Background: an optimization exercise with open tools, aiming at a short achievable clock period and few clock cycles. Do not read the settings as production practice. The RTL was checked by simulation tests, not by an equivalence proof against the original design. Power and IR drop assume default switching activity.

==> run a: inputs <==
==> flow/design.v <==
`timescale 1ns / 10ps
module cpu(clock, reset, imem_addr, imem_rdata, dmem_addr, dmem_we, dmem_wdata, dmem_rdata);
	input clock;
	input reset;
	output[11:0] imem_addr;
	input[15:0] imem_rdata;
	output[10:0] dmem_addr;
	output dmem_we;
	output[15:0] dmem_wdata;
	input[15:0] dmem_rdata;
	reg [10:0] pc;           
	reg        s2_hold;      
	reg        s2_add, s2_sub, s2_and, s2_or, s2_not, s2_shl, s2_shr;
	reg        s2_ld, s2_st, s2_br;
	reg [1:0]  s2_cond;
	reg [2:0]  s2_rd;        
	reg        s2_fwd;       
	reg [15:0] s2_a, s2_b, s2_sd;
	reg [5:0]  s2_imm;
	reg        s3_ld, s3_st;
	reg [2:0]  s3_rd;        
	reg [15:0] s3_res, s3_sd;
	reg [15:0] rf [1:7];
	wire [15:0] inst = imem_rdata;
	wire [3:0] op  = inst[15:12];
	wire [2:0] f_rd  = inst[11:9];
	wire [2:0] f_rs1 = inst[8:6];
	wire [2:0] f_rs2 = inst[5:3];
	wire rr     = (op >= 4'd1) && (op <= 4'd8);       
	wire d_addi = op == 4'd9;
	wire d_ld   = op == 4'd10;
	wire d_st   = op == 4'd11;
	wire d_br   = op == 4'd12;
	wire d_inv  = (op == 4'd0) || (op >= 4'd13) || (d_br && (f_rd[2] || (f_rd[1] && f_rd[0])))
		|| (rr && (inst[2:0] != 3'b0));
	wire d_wr   = rr || d_addi || d_ld;             
	wire use1   = (op >= 4'd1) && (op <= 4'd12);
	wire use2   = rr && (op != 4'd5);
	wire use3   = d_st;
	wire [15:0] imm = {{10{inst[5]}}, inst[5:0]};
	wire s2_ldw = s2_ld && (s2_rd != 3'd0);
	wire stall = s2_ldw && ((use1 && f_rs1 == s2_rd) || (use2 && f_rs2 == s2_rd) || (use3 && f_rd == s2_rd));
	wire [15:0] sum  = s2_a + s2_b;
	wire [15:0] diff = s2_a - s2_b;
	wire        big  = |s2_b[15:4];
	wire [15:0] shl  = big ? 16'd0 : (s2_a << s2_b[3:0]);
	wire [15:0] shr  = big ? 16'd0 : (s2_a >> s2_b[3:0]);
	wire [15:0] alu =
		({16{s2_add}} & sum) |
		({16{s2_sub}} & diff) |
		({16{s2_and}} & (s2_a & s2_b)) |
		({16{s2_or}}  & (s2_a | s2_b)) |
		({16{s2_not}} & ~s2_a) |
		({16{s2_shl}} & shl) |
		({16{s2_shr}} & shr);
	wire a_zero = s2_a == 16'd0;
	wire taken = s2_br && (s2_cond == 2'd0 ? a_zero :
	                       s2_cond == 2'd1 ? (~s2_a[15] & ~a_zero) :
	                                         (s2_a[15] | a_zero));
	wire [10:0] pc_inc = pc + 11'd1;
	wire [10:0] pc_br  = pc + {{5{s2_imm[5]}}, s2_imm};
	wire [10:0] pc_next = (stall || s2_hold) ? pc : (taken ? pc_br : pc_inc);
	wire [15:0] wb = s3_ld ? dmem_rdata : s3_res;
	assign dmem_addr  = s3_res[10:0];
	assign dmem_we    = s3_st;
	assign dmem_wdata = s3_sd;
	assign imem_addr  = {pc, 1'b0};
	reg [15:0] v1, v2, v3;
	always @* begin
		if (f_rs1 == 3'd0) v1 = 16'd0;
		else if (s2_fwd && f_rs1 == s2_rd) v1 = alu;
		else if (f_rs1 == s3_rd) v1 = wb;
		else v1 = rf[f_rs1];
	end
	always @* begin
		if (f_rs2 == 3'd0) v2 = 16'd0;
		else if (s2_fwd && f_rs2 == s2_rd) v2 = alu;
		else if (f_rs2 == s3_rd) v2 = wb;
		else v2 = rf[f_rs2];
	end
	always @* begin
		if (f_rd == 3'd0) v3 = 16'd0;
		else if (s2_fwd && f_rd == s2_rd) v3 = alu;
		else if (f_rd == s3_rd) v3 = wb;
		else v3 = rf[f_rd];
	end
	always @(posedge clock) begin
		if (reset) begin
			pc <= 11'd0;
			s2_hold <= 1'b1;
			s2_add <= 1'b0; s2_sub <= 1'b0; s2_and <= 1'b0; s2_or <= 1'b0;
			s2_not <= 1'b0; s2_shl <= 1'b0; s2_shr <= 1'b0;
			s2_ld <= 1'b0; s2_st <= 1'b0; s2_br <= 1'b0;
			s2_rd <= 3'd0; s2_fwd <= 1'b0;
			s3_ld <= 1'b0; s3_st <= 1'b0; s3_rd <= 3'd0;
		end else begin
			pc <= pc_next;
			if (stall) begin
				s2_hold <= 1'b0;
				s2_add <= 1'b0; s2_sub <= 1'b0; s2_and <= 1'b0; s2_or <= 1'b0;
				s2_not <= 1'b0; s2_shl <= 1'b0; s2_shr <= 1'b0;
				s2_ld <= 1'b0; s2_st <= 1'b0; s2_br <= 1'b0;
				s2_rd <= 3'd0; s2_fwd <= 1'b0;
			end else begin
				s2_hold <= d_inv;
				s2_add <= op == 4'd1 || d_addi || d_ld || d_st;
				s2_sub <= op == 4'd2;
				s2_and <= op == 4'd3;
				s2_or  <= op == 4'd4;
				s2_not <= op == 4'd5;
				s2_shl <= op == 4'd6;
				s2_shr <= op == 4'd7 || op == 4'd8;
				s2_ld  <= d_ld;
				s2_st  <= d_st;
				s2_br  <= d_br;
				s2_rd  <= d_wr ? f_rd : 3'd0;
				s2_fwd <= d_wr && !d_ld && f_rd != 3'd0;
			end
			s3_ld <= s2_ld;
			s3_st <= s2_st;
			s3_rd <= s2_rd;
			if (s3_rd != 3'd0)
				rf[s3_rd] <= wb;
		end
		s2_cond <= inst[10:9];
		s2_imm  <= inst[5:0];
		s2_a  <= v1;
		s2_b  <= (rr ? v2 : imm);
		s2_sd <= v3;
		s3_res <= alu;
		s3_sd  <= s2_sd;
	end
endmodule
==> flow/run.sh <==
#!/bin/bash
# synth_recipe.tcl (not shown) runs the flow's synth.tcl, then flattens the netlist and writes it again
# the make line also repeats each setting of config.mk as NAME=value (left out here)
make -C /OpenROAD-flow-scripts/flow DESIGN_CONFIG=/design/flow/config.mk WORK_HOME=/design/flow/orfs CLKGATE_MAP_FILE= SYNTH_SCRIPT=/design/flow/synth_recipe.tcl finish
==> flow/config.mk <==
export PLATFORM = sky130hd
export DESIGN_NAME = cpu
export DESIGN_NICKNAME = cpu
export VERILOG_FILES = /design/flow/design.v
export SDC_FILE = /design/flow/constraint.sdc
export NUM_CORES = 4
export LEC_CHECK = 0
export CAP_MARGIN = 20
export CORE_MARGIN = 2
export CORE_UTILIZATION = 40
export SLEW_MARGIN = 20
==> flow/constraint.sdc <==
create_clock -name core_clock -period 6.0 [get_ports {clock}]
set_input_delay 1.2000 -clock core_clock [delete_from_list [all_inputs] [get_ports {clock}]]
set_output_delay 1.2000 -clock core_clock [all_outputs]
set_load 0.01 [all_outputs]
==> run b (differences from run a) <==
==> flow/design.v (replaced) <==
`timescale 1ns / 10ps
module cpu(clock, reset, imem_addr, imem_rdata, dmem_addr, dmem_we, dmem_wdata, dmem_rdata);
	input clock;
	input reset;
	output[11:0] imem_addr;
	input[15:0] imem_rdata;
	output[10:0] dmem_addr;
	output dmem_we;
	output[15:0] dmem_wdata;
	input[15:0] dmem_rdata;
	reg [10:0] pc;           
	reg        s2_hold;      
	reg        s2_add, s2_sub, s2_and, s2_or, s2_not, s2_shl, s2_shr;
	reg        s2_ld, s2_st, s2_br;
	reg [1:0]  s2_cond;
	reg [2:0]  s2_rd;        
	reg        s2_bf;        
	reg        s2_fsd;       
	reg [15:0] s2_a, s2_b, s2_sd;
	reg [5:0]  s2_imm;
	reg        s3_ld, s3_st;
	reg [7:1]  s3_ao;        
	reg [7:1]  s3_lo;        
	reg        s3_isum, s3_idiff, s3_ioth;  
	reg [15:0] s3_sum, s3_diff, s3_oth, s3_sd;
	reg [15:0] rf [1:7];
	wire [15:0] inst = imem_rdata;
	wire [3:0] op  = inst[15:12];
	wire [2:0] f_rd  = inst[11:9];
	wire [2:0] f_rs1 = inst[8:6];
	wire [2:0] f_rs2 = inst[5:3];
	wire rr     = (op >= 4'd1) && (op <= 4'd8);       
	wire d_addi = op == 4'd9;
	wire d_ld   = op == 4'd10;
	wire d_st   = op == 4'd11;
	wire d_br   = op == 4'd12;
	wire d_inv  = (op == 4'd0) || (op >= 4'd13) || (d_br && (f_rd[2] || (f_rd[1] && f_rd[0])))
		|| (rr && (inst[2:0] != 3'b0));
	wire d_wr   = rr || d_addi || d_ld;             
	wire use1   = (op >= 4'd1) && (op <= 4'd11);    
	wire use2   = rr && (op != 4'd5);               
	wire [15:0] imm = {{10{inst[5]}}, inst[5:0]};
	wire s2_wr = s2_rd != 3'd0;
	wire hit1 = s2_wr && f_rs1 == s2_rd;
	wire hit2 = s2_wr && f_rs2 == s2_rd;
	wire hit3 = s2_wr && f_rd  == s2_rd;
	wire stall = (hit1 && (use1 || (d_br && s2_ld))) || (hit2 && use2);
	wire [15:0] s3_res = ({16{s3_isum}} & s3_sum) | ({16{s3_idiff}} & s3_diff) |
	                     ({16{s3_ioth}} & s3_oth);
	wire [15:0] wb = s3_ld ? dmem_rdata : s3_res;
	assign dmem_addr  = s3_sum[10:0];
	assign dmem_we    = s3_st;
	assign dmem_wdata = s3_sd;
	assign imem_addr  = {pc, 1'b0};
	wire [15:0] sum  = s2_a + s2_b;
	wire [15:0] diff = s2_a - s2_b;
	wire        big  = |s2_b[15:4];
	wire [15:0] shl  = big ? 16'd0 : (s2_a << s2_b[3:0]);
	wire [15:0] shr  = big ? 16'd0 : (s2_a >> s2_b[3:0]);
	wire [15:0] oth =
		({16{s2_and}} & (s2_a & s2_b)) |
		({16{s2_or}}  & (s2_a | s2_b)) |
		({16{s2_not}} & ~s2_a) |
		({16{s2_shl}} & shl) |
		({16{s2_shr}} & shr);
	wire z_a    = s2_a == 16'd0;
	wire z_sum  = s3_sum == 16'd0;
	wire z_diff = s3_diff == 16'd0;
	wire z_oth  = s3_oth == 16'd0;
	wire a_zero = s2_bf ? ((s3_isum & z_sum) | (s3_idiff & z_diff) | (s3_ioth & z_oth)) : z_a;
	wire a_neg  = s2_bf ? s3_res[15] : s2_a[15];
	wire taken = s2_br && (s2_cond == 2'd0 ? a_zero :
	                       s2_cond == 2'd1 ? (~a_neg & ~a_zero) :
	                                         (a_neg | a_zero));
	reg [10:0] pc_inc;
	integer k;
	always @* begin
		pc_inc[0] = ~pc[0];
		for (k = 1; k < 11; k = k + 1)
			pc_inc[k] = pc[k] ^ (&(pc | ~((11'd1 << k) - 11'd1)));
	end
	wire [10:0] pc_br  = pc + {{5{s2_imm[5]}}, s2_imm};
	wire [10:0] pc_next = taken ? pc_br : (stall || s2_hold) ? pc : pc_inc;
	wire [15:0] rv [0:7];
	assign rv[0] = 16'd0;
	genvar g;
	generate for (g = 1; g < 8; g = g + 1) begin : rvg
		assign rv[g] = s3_ao[g] ? s3_res : rf[g];
	end endgenerate
	wire [7:0] lo = {s3_lo, 1'b0};
	wire [15:0] v1 = lo[f_rs1] ? dmem_rdata : rv[f_rs1];
	wire [15:0] v2 = lo[f_rs2] ? dmem_rdata : rv[f_rs2];
	wire [15:0] v3 = lo[f_rd]  ? dmem_rdata : rv[f_rd];
	always @(posedge clock) begin
		if (reset) begin
			pc <= 11'd0;
			s2_hold <= 1'b1;
			s2_add <= 1'b0; s2_sub <= 1'b0; s2_and <= 1'b0; s2_or <= 1'b0;
			s2_not <= 1'b0; s2_shl <= 1'b0; s2_shr <= 1'b0;
			s2_ld <= 1'b0; s2_st <= 1'b0; s2_br <= 1'b0;
			s2_rd <= 3'd0; s2_bf <= 1'b0; s2_fsd <= 1'b0;
			s3_ld <= 1'b0; s3_st <= 1'b0; s3_ao <= 7'd0; s3_lo <= 7'd0;
			s3_isum <= 1'b0; s3_idiff <= 1'b0; s3_ioth <= 1'b0;
		end else begin
			pc <= pc_next;
			if (stall) begin
				s2_hold <= 1'b0;
				s2_add <= 1'b0; s2_sub <= 1'b0; s2_and <= 1'b0; s2_or <= 1'b0;
				s2_not <= 1'b0; s2_shl <= 1'b0; s2_shr <= 1'b0;
				s2_ld <= 1'b0; s2_st <= 1'b0; s2_br <= 1'b0;
				s2_rd <= 3'd0; s2_bf <= 1'b0; s2_fsd <= 1'b0;
			end else begin
				s2_hold <= d_inv;
				s2_add <= op == 4'd1 || d_addi || d_ld || d_st;
				s2_sub <= op == 4'd2;
				s2_and <= op == 4'd3;
				s2_or  <= op == 4'd4;
				s2_not <= op == 4'd5;
				s2_shl <= op == 4'd6;
				s2_shr <= op == 4'd7 || op == 4'd8;
				s2_ld  <= d_ld;
				s2_st  <= d_st;
				s2_br  <= d_br && !d_inv;
				s2_rd  <= d_wr ? f_rd : 3'd0;
				s2_bf  <= hit1;
				s2_fsd <= hit3;
			end
			s3_ld <= s2_ld;
			s3_st <= s2_st;
			s3_ao <= s2_ld ? 7'd0 : (8'd1 << s2_rd) >> 1;
			s3_lo <= s2_ld ? (8'd1 << s2_rd) >> 1 : 7'd0;
			s3_isum  <= s2_add;
			s3_idiff <= s2_sub;
			s3_ioth  <= ~s2_add & ~s2_sub;
			for (k = 1; k < 8; k = k + 1)
				if (s3_ao[k] || s3_lo[k])
					rf[k] <= wb;
		end
		s2_cond <= inst[10:9];
		s2_imm  <= inst[5:0];
		s2_a  <= v1;
		s2_b  <= rr ? v2 : imm;
		s2_sd <= v3;
		s3_sum  <= sum;
		s3_diff <= diff;
		s3_oth  <= oth;
		s3_sd   <= s2_fsd ? wb : s2_sd;
	end
endmodule
- ABC_CLOCK_PERIOD_IN_PS: unset -> 2000
- SETUP_SLACK_MARGIN: unset -> 4
==> run c (differences from run a) <==
- ABC_CLOCK_PERIOD_IN_PS: unset -> 2000
- SETUP_SLACK_MARGIN: unset -> 4
==> reports/summary.md <==
The critical path buffer and inverter count is 2. Timing analysis after detailed placement gives a worst setup slack of 1960 ps. Worst hold slack: 320 ps. The cell count after synthesis came out at 1458.

The number of design-rule violations left by the first detailed-router iteration is 1062, and the full die area is 0.0382 sq mm. The number of setup buffers added after CTS is 0. The multi-input gate area in the final layout is 0.00811 sq mm, and the sequential cell count is 231. The flow ran to the end and the layout has no timing, DRC or antenna violations.

The signal on the critical path passes through buf_4, clkinv_1, ha_1, o21ai_0, o21bai_1, o21ai_0, a221o_1, a221oi_1, o22ai_1. Row generation in the floorplan step produced 70 rows. The clock group share of total power was 32.4%. The power per unit of standard cell area came out at 288 mW/mm^2.
-- figures above: run a

==> reports/summary.md <==
The flow ran to the end and the layout has no timing, DRC or antenna violations. In the final layout, the multi-input gates occupy 0.0113 sq mm. The power consumption was 6310 uW; the final-layout clock buffer total was 44.

OpenSTA, run right after detailed placement, puts the worst setup slack at 1620 ps. The standard-cell row count was 75; the full die area was 0.0436 sq mm. Synthesis produced 1855 cells. The most used flip-flop cell after synthesis is sky130_fd_sc_hd__dfxtp_1. The number of buffers and inverters on the critical path is 2. The clock network burns 34.2% of the power. The critical path goes through buf_12, buf_12, mux2_4, mux4_2, o21ba_4, o21ai_2, a31oi_1, a211oi_1, nor2_1.
-- figures above: run b

==> reports/summary.md <==
Row generation in the floorplan step produced 70 rows. The multi-input gate area in the final layout came out at 0.00989 sq mm. The flow ran to the end and the layout has no timing, DRC or antenna violations.

The clock group share of total power is 27.8%, and the cell count after synthesis is 1458. The critical path buffer and inverter count works out to 1. The power per unit of standard cell area works out to 266 mW/mm^2. The die covers 0.0382 sq mm. OpenSTA, run right after detailed placement, puts the worst setup slack at 2080 ps.

The total setup buffers inserted after CTS was 120. On the final layout, the worst hold slack is 327 ps. The tools report the number of design-rule violations left by the first detailed-router iteration as 1214.
-- figures above: run c

Testbench counts of run a, summed over its fixed seeds: cycles 60,430.
Testbench counts of run b, summed over its fixed seeds: cycles 64,218.
Testbench counts of run c, summed over its fixed seeds: cycles 60,430.

## separate check: timing with driven ports
In the flow no input, the clock included, has a driving cell. The finished layouts below were timed again as built, in two steps. Step 1 sets driving cells, clkbuf_16 on the clock port and buf_2 on the other inputs (assumed; they add their load-dependent delay and slew). Step 2 moves the port delays by t, midway between the first and last clock arrival at a register: inputs arrive t later, outputs are due t later. That takes back most of the time a late clock gives input paths. a / b / c = ideal ports / drivers / drivers and shift; a / b = the first two.
| run | t (ns) | setup WS [ns] | hold WS [ns] | worst setup path after step 2 | worst slew at a driven data input, ns |
|---|---|---|---|---|---|
| run a | 0.571 | 2.052 / 2.052 / 1.965 | 0.320 / 0.320 / 0.320 | input to register | 0.05 |
| run b | 0.651 | 3.393 / 3.402 / 2.751 | 0.405 / 0.405 / 0.405 | input to register | 0.06 |
| run c | 0.586 | 2.740 / 2.740 / 2.740 | 0.327 / 0.327 / 0.327 | register to register | 0.19 |
After both steps setup and hold are still met in every run listed. For run b, which loses most, drivers alone change the setup slack by +0.009 ns; drivers and shift together by -0.642 ns.
